From an optimization exercise on the open Yosys and OpenROAD flow, aimed at small area; shortcuts taken in it are not production practice. Only simulation tests tie the RTL to the original design; equivalence was not proved. Power figures rest on the tool's default switching activity, not on a simulated workload.

--- config.mk ---
export PLATFORM = sky130hd
export DESIGN_NAME = dart
export DESIGN_NICKNAME = dart
export VERILOG_FILES = /design/flow/design.v
export SDC_FILE = /design/flow/constraint.sdc
export NUM_CORES = 4
export LEC_CHECK = 0
export ABC_AREA = 1
export CAP_MARGIN = 20
export CORE_MARGIN = 2
export CORE_UTILIZATION = 40
export SLEW_MARGIN = 20
--- constraint.sdc ---
create_clock -name core_clock -period 10.0 [get_ports {clk}]
set_input_delay 2.0000 -clock core_clock [delete_from_list [all_inputs] [get_ports {clk}]]
set_output_delay 2.0000 -clock core_clock [all_outputs]
set_load 0.01 [all_outputs]
--- design.v ---
`timescale 1ns / 1ps
module dart(
            game_set_o,
            player_1_done_o,
            player_2_done_o,
            player_1_win_o,
            player_2_win_o,
            player_1_pt_o,
            player_2_pt_o,
            dart_come_i,
            dart_position_x_i,
            dart_position_y_i,
            clk,
            reset
            );
localparam [2:0] START       = 3'd0;
localparam [2:0] INITIALIZE  = 3'd1;
localparam [2:0] IDLE        = 3'd2;
localparam [2:0] TOUCH       = 3'd3;
localparam [2:0] COUNT       = 3'd4;
localparam [2:0] PLAYER_DONE = 3'd5;
localparam [2:0] RESULT      = 3'd6;
localparam [2:0] FINISH      = 3'd7;
output              game_set_o;
output              player_1_done_o;
output              player_2_done_o;
output              player_1_win_o;
output              player_2_win_o;
output [8:0]        player_1_pt_o;
output [8:0]        player_2_pt_o;
input               dart_come_i;
input  [7:0]        dart_position_x_i;
input  [7:0]        dart_position_y_i;
input               clk;
input               reset;
reg  [2:0]          state;
reg  [2:0]          next_state;
reg  [8:0]          player_1_point;
reg  [8:0]          player_2_point;
reg  [5:0]          dart_point;
reg  [1:0]          counter;
reg                 who_turn;
wire [7:0] px = dart_position_x_i;
wire [7:0] py = dart_position_y_i;
wire on_board = (px[7:5] == 3'd0) && (py[7:5] == 3'd0) && (px[4:0] != 5'd31) && (py[4:0] != 5'd31);
wire [3:0] ax = px[4] ? px[3:0] + 4'd1 : ~px[3:0];
wire [3:0] ay = py[4] ? py[3:0] + 4'd1 : ~py[3:0];
wire       right = px[4];      
wire       upper = ~py[4];     
reg  [1:0] ring_m;     
reg  [2:0] ang_band;
always @(*) begin
    case ({ax, ay})
            8'd0: begin ring_m = 2'd2; ang_band = 3'd7; end
            8'd1: begin ring_m = 2'd2; ang_band = 3'd7; end
            8'd2: begin ring_m = 2'd2; ang_band = 3'd7; end
            8'd3: begin ring_m = 2'd1; ang_band = 3'd0; end
            8'd4: begin ring_m = 2'd1; ang_band = 3'd0; end
            8'd5: begin ring_m = 2'd1; ang_band = 3'd0; end
            8'd6: begin ring_m = 2'd1; ang_band = 3'd0; end
            8'd7: begin ring_m = 2'd1; ang_band = 3'd0; end
            8'd8: begin ring_m = 2'd1; ang_band = 3'd0; end
            8'd9: begin ring_m = 2'd1; ang_band = 3'd0; end
            8'd10: begin ring_m = 2'd1; ang_band = 3'd0; end
            8'd11: begin ring_m = 2'd1; ang_band = 3'd0; end
            8'd12: begin ring_m = 2'd3; ang_band = 3'd0; end
            8'd13: begin ring_m = 2'd1; ang_band = 3'd0; end
            8'd14: begin ring_m = 2'd1; ang_band = 3'd0; end
            8'd15: begin ring_m = 2'd2; ang_band = 3'd0; end
            8'd16: begin ring_m = 2'd2; ang_band = 3'd7; end
            8'd17: begin ring_m = 2'd2; ang_band = 3'd7; end
            8'd18: begin ring_m = 2'd2; ang_band = 3'd7; end
            8'd19: begin ring_m = 2'd1; ang_band = 3'd1; end
            8'd20: begin ring_m = 2'd1; ang_band = 3'd1; end
            8'd21: begin ring_m = 2'd1; ang_band = 3'd1; end
            8'd22: begin ring_m = 2'd1; ang_band = 3'd1; end
            8'd23: begin ring_m = 2'd1; ang_band = 3'd0; end
            8'd24: begin ring_m = 2'd1; ang_band = 3'd0; end
            8'd25: begin ring_m = 2'd1; ang_band = 3'd0; end
            8'd26: begin ring_m = 2'd1; ang_band = 3'd0; end
            8'd27: begin ring_m = 2'd1; ang_band = 3'd0; end
            8'd28: begin ring_m = 2'd3; ang_band = 3'd0; end
            8'd29: begin ring_m = 2'd1; ang_band = 3'd0; end
            8'd30: begin ring_m = 2'd2; ang_band = 3'd0; end
            8'd31: begin ring_m = 2'd0; ang_band = 3'd0; end
            8'd32: begin ring_m = 2'd2; ang_band = 3'd7; end
            8'd33: begin ring_m = 2'd2; ang_band = 3'd7; end
            8'd34: begin ring_m = 2'd1; ang_band = 3'd6; end
            8'd35: begin ring_m = 2'd1; ang_band = 3'd2; end
            8'd36: begin ring_m = 2'd1; ang_band = 3'd1; end
            8'd37: begin ring_m = 2'd1; ang_band = 3'd1; end
            8'd38: begin ring_m = 2'd1; ang_band = 3'd1; end
            8'd39: begin ring_m = 2'd1; ang_band = 3'd1; end
            8'd40: begin ring_m = 2'd1; ang_band = 3'd1; end
            8'd41: begin ring_m = 2'd1; ang_band = 3'd1; end
            8'd42: begin ring_m = 2'd1; ang_band = 3'd1; end
            8'd43: begin ring_m = 2'd3; ang_band = 3'd1; end
            8'd44: begin ring_m = 2'd1; ang_band = 3'd1; end
            8'd45: begin ring_m = 2'd1; ang_band = 3'd0; end
            8'd46: begin ring_m = 2'd2; ang_band = 3'd0; end
            8'd47: begin ring_m = 2'd0; ang_band = 3'd0; end
            8'd48: begin ring_m = 2'd1; ang_band = 3'd5; end
            8'd49: begin ring_m = 2'd1; ang_band = 3'd4; end
            8'd50: begin ring_m = 2'd1; ang_band = 3'd3; end
            8'd51: begin ring_m = 2'd1; ang_band = 3'd6; end
            8'd52: begin ring_m = 2'd1; ang_band = 3'd2; end
            8'd53: begin ring_m = 2'd1; ang_band = 3'd2; end
            8'd54: begin ring_m = 2'd1; ang_band = 3'd1; end
            8'd55: begin ring_m = 2'd1; ang_band = 3'd1; end
            8'd56: begin ring_m = 2'd1; ang_band = 3'd1; end
            8'd57: begin ring_m = 2'd1; ang_band = 3'd1; end
            8'd58: begin ring_m = 2'd1; ang_band = 3'd1; end
            8'd59: begin ring_m = 2'd3; ang_band = 3'd1; end
            8'd60: begin ring_m = 2'd1; ang_band = 3'd1; end
            8'd61: begin ring_m = 2'd1; ang_band = 3'd1; end
            8'd62: begin ring_m = 2'd2; ang_band = 3'd1; end
            8'd63: begin ring_m = 2'd0; ang_band = 3'd1; end
            8'd64: begin ring_m = 2'd1; ang_band = 3'd5; end
            8'd65: begin ring_m = 2'd1; ang_band = 3'd4; end
            8'd66: begin ring_m = 2'd1; ang_band = 3'd4; end
            8'd67: begin ring_m = 2'd1; ang_band = 3'd3; end
            8'd68: begin ring_m = 2'd1; ang_band = 3'd6; end
            8'd69: begin ring_m = 2'd1; ang_band = 3'd2; end
            8'd70: begin ring_m = 2'd1; ang_band = 3'd2; end
            8'd71: begin ring_m = 2'd1; ang_band = 3'd2; end
            8'd72: begin ring_m = 2'd1; ang_band = 3'd1; end
            8'd73: begin ring_m = 2'd1; ang_band = 3'd1; end
            8'd74: begin ring_m = 2'd1; ang_band = 3'd1; end
            8'd75: begin ring_m = 2'd3; ang_band = 3'd1; end
            8'd76: begin ring_m = 2'd1; ang_band = 3'd1; end
            8'd77: begin ring_m = 2'd1; ang_band = 3'd1; end
            8'd78: begin ring_m = 2'd2; ang_band = 3'd1; end
            8'd79: begin ring_m = 2'd0; ang_band = 3'd1; end
            8'd80: begin ring_m = 2'd1; ang_band = 3'd5; end
            8'd81: begin ring_m = 2'd1; ang_band = 3'd4; end
            8'd82: begin ring_m = 2'd1; ang_band = 3'd4; end
            8'd83: begin ring_m = 2'd1; ang_band = 3'd3; end
            8'd84: begin ring_m = 2'd1; ang_band = 3'd3; end
            8'd85: begin ring_m = 2'd1; ang_band = 3'd6; end
            8'd86: begin ring_m = 2'd1; ang_band = 3'd2; end
            8'd87: begin ring_m = 2'd1; ang_band = 3'd2; end
            8'd88: begin ring_m = 2'd1; ang_band = 3'd2; end
            8'd89: begin ring_m = 2'd1; ang_band = 3'd2; end
            8'd90: begin ring_m = 2'd3; ang_band = 3'd1; end
            8'd91: begin ring_m = 2'd3; ang_band = 3'd1; end
            8'd92: begin ring_m = 2'd1; ang_band = 3'd1; end
            8'd93: begin ring_m = 2'd1; ang_band = 3'd1; end
            8'd94: begin ring_m = 2'd2; ang_band = 3'd1; end
            8'd95: begin ring_m = 2'd0; ang_band = 3'd1; end
            8'd96: begin ring_m = 2'd1; ang_band = 3'd5; end
            8'd97: begin ring_m = 2'd1; ang_band = 3'd4; end
            8'd98: begin ring_m = 2'd1; ang_band = 3'd4; end
            8'd99: begin ring_m = 2'd1; ang_band = 3'd4; end
            8'd100: begin ring_m = 2'd1; ang_band = 3'd3; end
            8'd101: begin ring_m = 2'd1; ang_band = 3'd3; end
            8'd102: begin ring_m = 2'd1; ang_band = 3'd6; end
            8'd103: begin ring_m = 2'd1; ang_band = 3'd2; end
            8'd104: begin ring_m = 2'd1; ang_band = 3'd2; end
            8'd105: begin ring_m = 2'd1; ang_band = 3'd2; end
            8'd106: begin ring_m = 2'd3; ang_band = 3'd2; end
            8'd107: begin ring_m = 2'd1; ang_band = 3'd2; end
            8'd108: begin ring_m = 2'd1; ang_band = 3'd1; end
            8'd109: begin ring_m = 2'd2; ang_band = 3'd1; end
            8'd110: begin ring_m = 2'd0; ang_band = 3'd1; end
            8'd111: begin ring_m = 2'd0; ang_band = 3'd1; end
            8'd112: begin ring_m = 2'd1; ang_band = 3'd5; end
            8'd113: begin ring_m = 2'd1; ang_band = 3'd5; end
            8'd114: begin ring_m = 2'd1; ang_band = 3'd4; end
            8'd115: begin ring_m = 2'd1; ang_band = 3'd4; end
            8'd116: begin ring_m = 2'd1; ang_band = 3'd3; end
            8'd117: begin ring_m = 2'd1; ang_band = 3'd3; end
            8'd118: begin ring_m = 2'd1; ang_band = 3'd3; end
            8'd119: begin ring_m = 2'd1; ang_band = 3'd6; end
            8'd120: begin ring_m = 2'd1; ang_band = 3'd2; end
            8'd121: begin ring_m = 2'd3; ang_band = 3'd2; end
            8'd122: begin ring_m = 2'd1; ang_band = 3'd2; end
            8'd123: begin ring_m = 2'd1; ang_band = 3'd2; end
            8'd124: begin ring_m = 2'd1; ang_band = 3'd2; end
            8'd125: begin ring_m = 2'd2; ang_band = 3'd2; end
            8'd126: begin ring_m = 2'd0; ang_band = 3'd1; end
            8'd127: begin ring_m = 2'd0; ang_band = 3'd1; end
            8'd128: begin ring_m = 2'd1; ang_band = 3'd5; end
            8'd129: begin ring_m = 2'd1; ang_band = 3'd5; end
            8'd130: begin ring_m = 2'd1; ang_band = 3'd4; end
            8'd131: begin ring_m = 2'd1; ang_band = 3'd4; end
            8'd132: begin ring_m = 2'd1; ang_band = 3'd4; end
            8'd133: begin ring_m = 2'd1; ang_band = 3'd3; end
            8'd134: begin ring_m = 2'd1; ang_band = 3'd3; end
            8'd135: begin ring_m = 2'd1; ang_band = 3'd3; end
            8'd136: begin ring_m = 2'd3; ang_band = 3'd6; end
            8'd137: begin ring_m = 2'd3; ang_band = 3'd2; end
            8'd138: begin ring_m = 2'd1; ang_band = 3'd2; end
            8'd139: begin ring_m = 2'd1; ang_band = 3'd2; end
            8'd140: begin ring_m = 2'd2; ang_band = 3'd2; end
            8'd141: begin ring_m = 2'd0; ang_band = 3'd2; end
            8'd142: begin ring_m = 2'd0; ang_band = 3'd2; end
            8'd143: begin ring_m = 2'd0; ang_band = 3'd2; end
            8'd144: begin ring_m = 2'd1; ang_band = 3'd5; end
            8'd145: begin ring_m = 2'd1; ang_band = 3'd5; end
            8'd146: begin ring_m = 2'd1; ang_band = 3'd4; end
            8'd147: begin ring_m = 2'd1; ang_band = 3'd4; end
            8'd148: begin ring_m = 2'd1; ang_band = 3'd4; end
            8'd149: begin ring_m = 2'd1; ang_band = 3'd3; end
            8'd150: begin ring_m = 2'd1; ang_band = 3'd3; end
            8'd151: begin ring_m = 2'd3; ang_band = 3'd3; end
            8'd152: begin ring_m = 2'd3; ang_band = 3'd3; end
            8'd153: begin ring_m = 2'd1; ang_band = 3'd6; end
            8'd154: begin ring_m = 2'd1; ang_band = 3'd2; end
            8'd155: begin ring_m = 2'd2; ang_band = 3'd2; end
            8'd156: begin ring_m = 2'd2; ang_band = 3'd2; end
            8'd157: begin ring_m = 2'd0; ang_band = 3'd2; end
            8'd158: begin ring_m = 2'd0; ang_band = 3'd2; end
            8'd159: begin ring_m = 2'd0; ang_band = 3'd2; end
            8'd160: begin ring_m = 2'd1; ang_band = 3'd5; end
            8'd161: begin ring_m = 2'd1; ang_band = 3'd5; end
            8'd162: begin ring_m = 2'd1; ang_band = 3'd4; end
            8'd163: begin ring_m = 2'd1; ang_band = 3'd4; end
            8'd164: begin ring_m = 2'd1; ang_band = 3'd4; end
            8'd165: begin ring_m = 2'd3; ang_band = 3'd4; end
            8'd166: begin ring_m = 2'd3; ang_band = 3'd3; end
            8'd167: begin ring_m = 2'd1; ang_band = 3'd3; end
            8'd168: begin ring_m = 2'd1; ang_band = 3'd3; end
            8'd169: begin ring_m = 2'd1; ang_band = 3'd3; end
            8'd170: begin ring_m = 2'd2; ang_band = 3'd6; end
            8'd171: begin ring_m = 2'd2; ang_band = 3'd2; end
            8'd172: begin ring_m = 2'd0; ang_band = 3'd2; end
            8'd173: begin ring_m = 2'd0; ang_band = 3'd2; end
            8'd174: begin ring_m = 2'd0; ang_band = 3'd2; end
            8'd175: begin ring_m = 2'd0; ang_band = 3'd2; end
            8'd176: begin ring_m = 2'd1; ang_band = 3'd5; end
            8'd177: begin ring_m = 2'd1; ang_band = 3'd5; end
            8'd178: begin ring_m = 2'd3; ang_band = 3'd4; end
            8'd179: begin ring_m = 2'd3; ang_band = 3'd4; end
            8'd180: begin ring_m = 2'd3; ang_band = 3'd4; end
            8'd181: begin ring_m = 2'd3; ang_band = 3'd4; end
            8'd182: begin ring_m = 2'd1; ang_band = 3'd3; end
            8'd183: begin ring_m = 2'd1; ang_band = 3'd3; end
            8'd184: begin ring_m = 2'd1; ang_band = 3'd3; end
            8'd185: begin ring_m = 2'd2; ang_band = 3'd3; end
            8'd186: begin ring_m = 2'd2; ang_band = 3'd3; end
            8'd187: begin ring_m = 2'd0; ang_band = 3'd6; end
            8'd188: begin ring_m = 2'd0; ang_band = 3'd2; end
            8'd189: begin ring_m = 2'd0; ang_band = 3'd2; end
            8'd190: begin ring_m = 2'd0; ang_band = 3'd2; end
            8'd191: begin ring_m = 2'd0; ang_band = 3'd2; end
            8'd192: begin ring_m = 2'd3; ang_band = 3'd5; end
            8'd193: begin ring_m = 2'd3; ang_band = 3'd5; end
            8'd194: begin ring_m = 2'd1; ang_band = 3'd4; end
            8'd195: begin ring_m = 2'd1; ang_band = 3'd4; end
            8'd196: begin ring_m = 2'd1; ang_band = 3'd4; end
            8'd197: begin ring_m = 2'd1; ang_band = 3'd4; end
            8'd198: begin ring_m = 2'd1; ang_band = 3'd4; end
            8'd199: begin ring_m = 2'd1; ang_band = 3'd3; end
            8'd200: begin ring_m = 2'd2; ang_band = 3'd3; end
            8'd201: begin ring_m = 2'd2; ang_band = 3'd3; end
            8'd202: begin ring_m = 2'd0; ang_band = 3'd3; end
            8'd203: begin ring_m = 2'd0; ang_band = 3'd3; end
            8'd204: begin ring_m = 2'd0; ang_band = 3'd6; end
            8'd205: begin ring_m = 2'd0; ang_band = 3'd2; end
            8'd206: begin ring_m = 2'd0; ang_band = 3'd2; end
            8'd207: begin ring_m = 2'd0; ang_band = 3'd2; end
            8'd208: begin ring_m = 2'd1; ang_band = 3'd5; end
            8'd209: begin ring_m = 2'd1; ang_band = 3'd5; end
            8'd210: begin ring_m = 2'd1; ang_band = 3'd5; end
            8'd211: begin ring_m = 2'd1; ang_band = 3'd4; end
            8'd212: begin ring_m = 2'd1; ang_band = 3'd4; end
            8'd213: begin ring_m = 2'd1; ang_band = 3'd4; end
            8'd214: begin ring_m = 2'd2; ang_band = 3'd4; end
            8'd215: begin ring_m = 2'd2; ang_band = 3'd3; end
            8'd216: begin ring_m = 2'd0; ang_band = 3'd3; end
            8'd217: begin ring_m = 2'd0; ang_band = 3'd3; end
            8'd218: begin ring_m = 2'd0; ang_band = 3'd3; end
            8'd219: begin ring_m = 2'd0; ang_band = 3'd3; end
            8'd220: begin ring_m = 2'd0; ang_band = 3'd3; end
            8'd221: begin ring_m = 2'd0; ang_band = 3'd6; end
            8'd222: begin ring_m = 2'd0; ang_band = 3'd2; end
            8'd223: begin ring_m = 2'd0; ang_band = 3'd2; end
            8'd224: begin ring_m = 2'd1; ang_band = 3'd5; end
            8'd225: begin ring_m = 2'd2; ang_band = 3'd5; end
            8'd226: begin ring_m = 2'd2; ang_band = 3'd5; end
            8'd227: begin ring_m = 2'd2; ang_band = 3'd4; end
            8'd228: begin ring_m = 2'd2; ang_band = 3'd4; end
            8'd229: begin ring_m = 2'd2; ang_band = 3'd4; end
            8'd230: begin ring_m = 2'd0; ang_band = 3'd4; end
            8'd231: begin ring_m = 2'd0; ang_band = 3'd4; end
            8'd232: begin ring_m = 2'd0; ang_band = 3'd3; end
            8'd233: begin ring_m = 2'd0; ang_band = 3'd3; end
            8'd234: begin ring_m = 2'd0; ang_band = 3'd3; end
            8'd235: begin ring_m = 2'd0; ang_band = 3'd3; end
            8'd236: begin ring_m = 2'd0; ang_band = 3'd3; end
            8'd237: begin ring_m = 2'd0; ang_band = 3'd3; end
            8'd238: begin ring_m = 2'd0; ang_band = 3'd6; end
            8'd239: begin ring_m = 2'd0; ang_band = 3'd2; end
            8'd240: begin ring_m = 2'd2; ang_band = 3'd5; end
            8'd241: begin ring_m = 2'd0; ang_band = 3'd5; end
            8'd242: begin ring_m = 2'd0; ang_band = 3'd5; end
            8'd243: begin ring_m = 2'd0; ang_band = 3'd4; end
            8'd244: begin ring_m = 2'd0; ang_band = 3'd4; end
            8'd245: begin ring_m = 2'd0; ang_band = 3'd4; end
            8'd246: begin ring_m = 2'd0; ang_band = 3'd4; end
            8'd247: begin ring_m = 2'd0; ang_band = 3'd4; end
            8'd248: begin ring_m = 2'd0; ang_band = 3'd3; end
            8'd249: begin ring_m = 2'd0; ang_band = 3'd3; end
            8'd250: begin ring_m = 2'd0; ang_band = 3'd3; end
            8'd251: begin ring_m = 2'd0; ang_band = 3'd3; end
            8'd252: begin ring_m = 2'd0; ang_band = 3'd3; end
            8'd253: begin ring_m = 2'd0; ang_band = 3'd3; end
            8'd254: begin ring_m = 2'd0; ang_band = 3'd3; end
            8'd255: begin ring_m = 2'd0; ang_band = 3'd6; end
    endcase
end
reg  [4:0] sector_val;
always @(*) begin
    case ({ang_band, right, upper})
            5'd0: sector_val = 5'd3;
            5'd1: sector_val = 5'd20;
            5'd2: sector_val = 5'd3;
            5'd3: sector_val = 5'd20;
            5'd4: sector_val = 5'd19;
            5'd5: sector_val = 5'd5;
            5'd6: sector_val = 5'd17;
            5'd7: sector_val = 5'd1;
            5'd8: sector_val = 5'd7;
            5'd9: sector_val = 5'd12;
            5'd10: sector_val = 5'd2;
            5'd11: sector_val = 5'd18;
            5'd12: sector_val = 5'd16;
            5'd13: sector_val = 5'd9;
            5'd14: sector_val = 5'd15;
            5'd15: sector_val = 5'd4;
            5'd16: sector_val = 5'd8;
            5'd17: sector_val = 5'd14;
            5'd18: sector_val = 5'd10;
            5'd19: sector_val = 5'd13;
            5'd20: sector_val = 5'd11;
            5'd21: sector_val = 5'd11;
            5'd22: sector_val = 5'd6;
            5'd23: sector_val = 5'd6;
            5'd24: sector_val = 5'd16;
            5'd25: sector_val = 5'd12;
            5'd26: sector_val = 5'd2;
            5'd27: sector_val = 5'd4;
            5'd28: sector_val = 5'd25;
            5'd29: sector_val = 5'd25;
            5'd30: sector_val = 5'd25;
            5'd31: sector_val = 5'd25;
        default: sector_val = 5'd0;
    endcase
end
wire [1:0] mult = ring_m & {2{on_board}};
wire [5:0] lookup_point = ({6{mult[0]}} & {1'b0, sector_val}) + ({6{mult[1]}} & {sector_val, 1'b0});
wire p1_win = (player_1_point == 9'd0);
wire p2_win = (player_2_point == 9'd0);
assign player_1_done_o = (state == PLAYER_DONE) && !who_turn;
assign player_2_done_o = (state == PLAYER_DONE) && who_turn;
assign player_1_win_o  = p1_win;
assign player_2_win_o  = p2_win;
assign player_1_pt_o   = player_1_point;
assign player_2_pt_o   = player_2_point;
assign game_set_o      = (state == PLAYER_DONE) && (p1_win || p2_win);
always @(*) begin
    case (state)
        START:       next_state = INITIALIZE;
        INITIALIZE:  next_state = IDLE;
        IDLE:        next_state = dart_come_i ? TOUCH : IDLE;
        TOUCH:       next_state = COUNT;
        COUNT:       next_state = PLAYER_DONE;
        PLAYER_DONE: next_state = (p1_win || p2_win) ? RESULT : IDLE;
        RESULT:      next_state = FINISH;
        default:     next_state = FINISH;
    endcase
end
always @(posedge clk) begin
    if (~reset) state <= START;
    else        state <= next_state;
end
always @(posedge clk) begin
    dart_point <= lookup_point;
end
wire [8:0] cur_point = who_turn ? player_2_point : player_1_point;
wire [9:0] diff = {1'b0, cur_point} - {4'd0, dart_point};
wire       bust = diff[9];
always @(posedge clk) begin
    if (~reset)                                   player_1_point <= 9'd0;
    else if (state == INITIALIZE)                 player_1_point <= 9'd501;
    else if (state == COUNT && !who_turn && !bust) player_1_point <= diff[8:0];
end
always @(posedge clk) begin
    if (~reset)                                   player_2_point <= 9'd0;
    else if (state == INITIALIZE)                 player_2_point <= 9'd501;
    else if (state == COUNT && who_turn && !bust)  player_2_point <= diff[8:0];
end
always @(posedge clk) begin
    if (~reset)                     counter <= 2'd0;
    else if (state == TOUCH)        counter <= (counter == 2'd2) ? 2'd0 : counter + 2'd1;
    else if (state == COUNT && bust) counter <= 2'd0;
end
always @(posedge clk) begin
    if (~reset)                                     who_turn <= 1'b0;
    else if (state == PLAYER_DONE && counter == 2'd0) who_turn <= ~who_turn;
end
endmodule
--- run.sh ---
#!/bin/bash
# synth_recipe.tcl (not shown) runs the flow's synth.tcl, then flattens the netlist and writes it again
# the make line also repeats each setting of config.mk as NAME=value (left out here)
make -C /OpenROAD-flow-scripts/flow DESIGN_CONFIG=/design/flow/config.mk WORK_HOME=/design/flow/orfs CLKGATE_MAP_FILE= SYNTH_SCRIPT=/design/flow/synth_recipe.tcl finish
==> summary.txt <==
-- layout by cell type, fill, tap and decap left out, types with 3 or more instances in the layout --
| cell | Yosys | layout |
|---|---|---|
| nor2_2 | 5 | 5 |
| xor2_1 | 7 | 7 |
| a21oi_1 | 30 | 30 |
| dfxtp_1 | 30 | 30 |
| nand2_4 | 3 | 3 |
| clkbuf_8 | 0 | 5 |
| o21ai_0 | 47 | 47 |
| a31oi_1 | 7 | 7 |
| clkdlybuf4s50_1 | 0 | 41 |
| nand4_1 | 7 | 7 |
| nor3_1 | 9 | 9 |
| nand3_2 | 3 | 3 |
| inv_1 | 57 | 57 |
| o221a_2 | 3 | 3 |
| o21ai_1 | 7 | 7 |
| nand3_1 | 77 | 77 |
| o211ai_1 | 6 | 6 |
| nand2_1 | 121 | 121 |
| ha_1 | 31 | 31 |
| nor2_1 | 47 | 47 |
| nand2_2 | 8 | 8 |
| inv_2 | 9 | 9 |
-- synthesized netlist by cell type, types with 8 or more instances --
cell type  instances
nor2_1            47
nand2_2            8
o21ai_0           47
inv_2              9
dfxtp_1           30
nand2_1          121
ha_1              31
a21oi_1           30
nor3_1             9
inv_1             57
nand3_1           77
-- critical path: stages --
cell and delay, ns:
clkdlybuf4s50_1 1.09, ha_1 0.40, o21ai_4 0.54, inv_2 0.29
nand2_1 0.14, o21ai_1 0.07, nand2_1 0.06, o21ai_1 0.09
o21ai_4 0.28, inv_2 0.11, nand3_1 0.10, nand3_1 0.08
nand2_1 0.09, nor2_1 0.05, ha_1 0.25, fa_1 0.41
a31oi_1 0.20, inv_1 0.06, nand2_1 0.06, nand2_1 0.04
-- layout make-up --
cell class	instances	area [um2]
timing repair buffer	41	410
fill	908	4590
multi-input combinational	453	2610
clock inverter	3	40.0
sequential	30	601
inverter	68	258
tap	108	135
clock buffer	5	68.8
-- cell families after synthesis --
kind of cell	after synthesis	synth area share
AO/OA/AOI/OAI	120	0.201
XOR/XNOR	11	0.0371
flip-flops	30	0.166
adder cells (fa/ha/maj)	33	0.118
buffers and inverters	88	0.110
AND/OR/NAND/NOR	289	0.367
-- registers in the layout (all words and copies together), names as in the netlist --
| name | count |
|---|---|
| counter | 2 |
| dart_point | 6 |
| player_1_point | 9 |
| who_turn | 1 |
| player_2_point | 9 |
| state | 3 |
-- how the worst max path moves through the flow --
| stage | end | slack, ns | depth (start not counted) |
|---|---|---|---|
| 6_report | dart_point[5] | 3.77 | 20 |
| 5_1_grt | dart_point[5] | 3.33 | 19 |
| 2_1_floorplan | dart_point[5] | 4.92 | 24 |
| 4_1_cts | dart_point[5] | 3.81 | 20 |
| 3_3_place_gp | dart_point[5] | 3.60 | 22 |
| 3_5_place_dp | dart_point[5] | 3.53 | 20 |
-- routing by layer --
layer	vias to the layer above	routed length (um)	GRT usage
li1	1987	-	-
met4	0	284	0.0622
met3	33	836	0.0404
met5	-	0	0
met1	1797	4830	0.301
met2	192	4620	0.348
-- through the flow --
stage | utilization | hold slack [ns] | cell area, um2 | total power, mW
after CTS | 0.473 | 0.459 | 4130 | 0.593
final | 0.473 | 0.461 | 4130 | 0.594
after detailed placement | 0.461 | 0.449 | 4020 | 0.470
after floorplan | - | 0.433 | 3610 | 0.375
after global routing | 0.473 | 0.482 | 4130 | 0.642
after global placement | 0.461 | 0.457 | 4020 | 0.470
-- report_power, final --
part	internal (mW)	switching (mW)	total, mW
combinational	0.122	0.202	0.325
clock	0.0732	0.0477	0.121
sequential	0.135	0.0140	0.149
==> results by group <==
Yosys
  – Area leader, netlist: dfxtp_1
  – Synthesis Warnings: 1
  – Number of synthesized flops with an enable pin: 0
  – Post-synthesis cell count: 571
  – Mapped Nets: 623
  – Library cells used by synthesis: 49
  – Area contributors post-synth: dfxtp_1 (17%), nand2_1 (13%), ha_1 (11%), nand3_1 (11%), o21ai_0 (6.5%)
  – Post-synthesis sequential area ratio: 0.166
  – Synthesis-stage register bit count: 30
  – FFs w/ async S/R, synth: 0
  – Mean area per synthesized cell: 6.33 um2
  – Primary FF master, synth: dfxtp_1
  – Synth top area share: 0.166
  – Mapped Area: 3610 um2

Global routing
  – Global-route wire length before repair: 17800 um
  – Vias in the first global route: 3756
  – Gr ovfl total: 0
  – Largest net degree at the start of global routing: 34
  – Initial antenna violation count: 0
  – Tot GR Track Use: 0.218

Placed design
  – PortBufs: 41
  – Post-DP HPWL: 8210 um
  – Post-placement cell count: 700
  – GP Congestion: 0.942
  – DP Worst Slack: 3.53 ns

Final layout
  – Layout cells sized above 1: 0.0883
  – Synth-to-Final Area Change: 14.2%
  – Fin nets: 651
  – Finished Layout Cells: 708
  – Antenna Cells: 0

Setup path
  – Nature of the critical path startpoint: input port
  – Worst setup path class: in -> reg
  – Worst setup startpoint: dart_position_x_i[0]
  – Crit path capture type: register
  – Worst-case reg-to-reg path depth: 17
  – R2R setup slack: 6.03 ns
  – CP required: 10.18 ns
  – Launch point of the worst reg-to-reg path: who_turn
  – Crit-path max FO: 27
  – Worst R2R End: player_2_point[2]
  – WP data arrival: 6.41 ns

Routing
  – DRC: 0
  – DR pass1 iterations: 5
  – Via/cell ratio: 5.66
  – Drt first-iter violations: 486
  – WL/cell: 14.9 um
  – Routed Antenna Nets: 0
  – Total number of vias: 4009
  – Drt total wl: 10600 um

Clocking
  – Clk Latency, worst-skew pair: 0.29 ns
  – Clock transition at path regs: 0.07 ns
  – Clock root buffer: clkbuf_8
  – Clk sinks: 30
  – Post-CTS Hold Fix Bufs: 0
  – Cts repair resizes: 0
  – CTS tree: built
  – Post CTS Setup Buffer Count: 0
  – Max Buffers Root-to-Sink: 2
  – TritonCTS Buffers: 5
  – H-tree levels: 2

Floorplanning
  – Core area: 8720 um2
  – Die height: 99.0 um
  – Number of core rows: 34
  – Die W: 99.0 um
  – DIE AREA: 9810 um2
  – Top Ports: 42
  – Initial Utilization: 0.414

STA
  – TNS Setup: 0 ns
  – Min Tclk post-route: 6.23 ns
  – Post-route clock period utilization: 0.623
  – RSZ-0062 raised after global routing: no
  – Clock skew: 0.00696 ns
  – Worst-Margin Slew: 0.943 ns
  – Fin worst setup slack: 3.77 ns
  – FMAX: 161 MHz
  – Hold Vio Cnt, Final: 0
  – Worst slew margin: 0.369
  – Max Transition Viols Final: 0
  – Final setup violation count: 0

Power and ir drop
  – P per Cell Area: 144 nW/um2
  – Leakage: 1.86 nW
  – Maximum VDD drop: 60.5 uV

Worst hold path
  – Hold Path Class: reg -> reg
  – Worst Min Path Start: counter[1]
  – Worst hold path stage count: 1
  – Hold Path Sink: counter[1]

Outcome
  – Status: finished clean

Job
  – Number of max-cap violations: 0

-- port drivers added, routing unchanged --
The results above use ideal ports. As a check the final layout listed here was re-extracted and re-timed, cells and wires unchanged. Step 1, drivers: a clkbuf_16 drives clk and a buf_2 each remaining input, both assumed. Step 2, shift: input delay + t, output delay - t, t = (earliest + latest rising clock arrival at the registers) / 2. This alone moves slack from input paths to output paths. a / b / c = ideal / step 1 / step 2; a / b = the first two.
shift t [ns]: 0.308
slack for setup (ns): 3.772 / 3.776 / 3.467
worst register clock-pin slew, ns: 0.07 / 0.07
After both steps this run still meets setup and hold. The setup slack of this run moves by +0.004 ns with the drivers and by -0.305 ns with both steps.
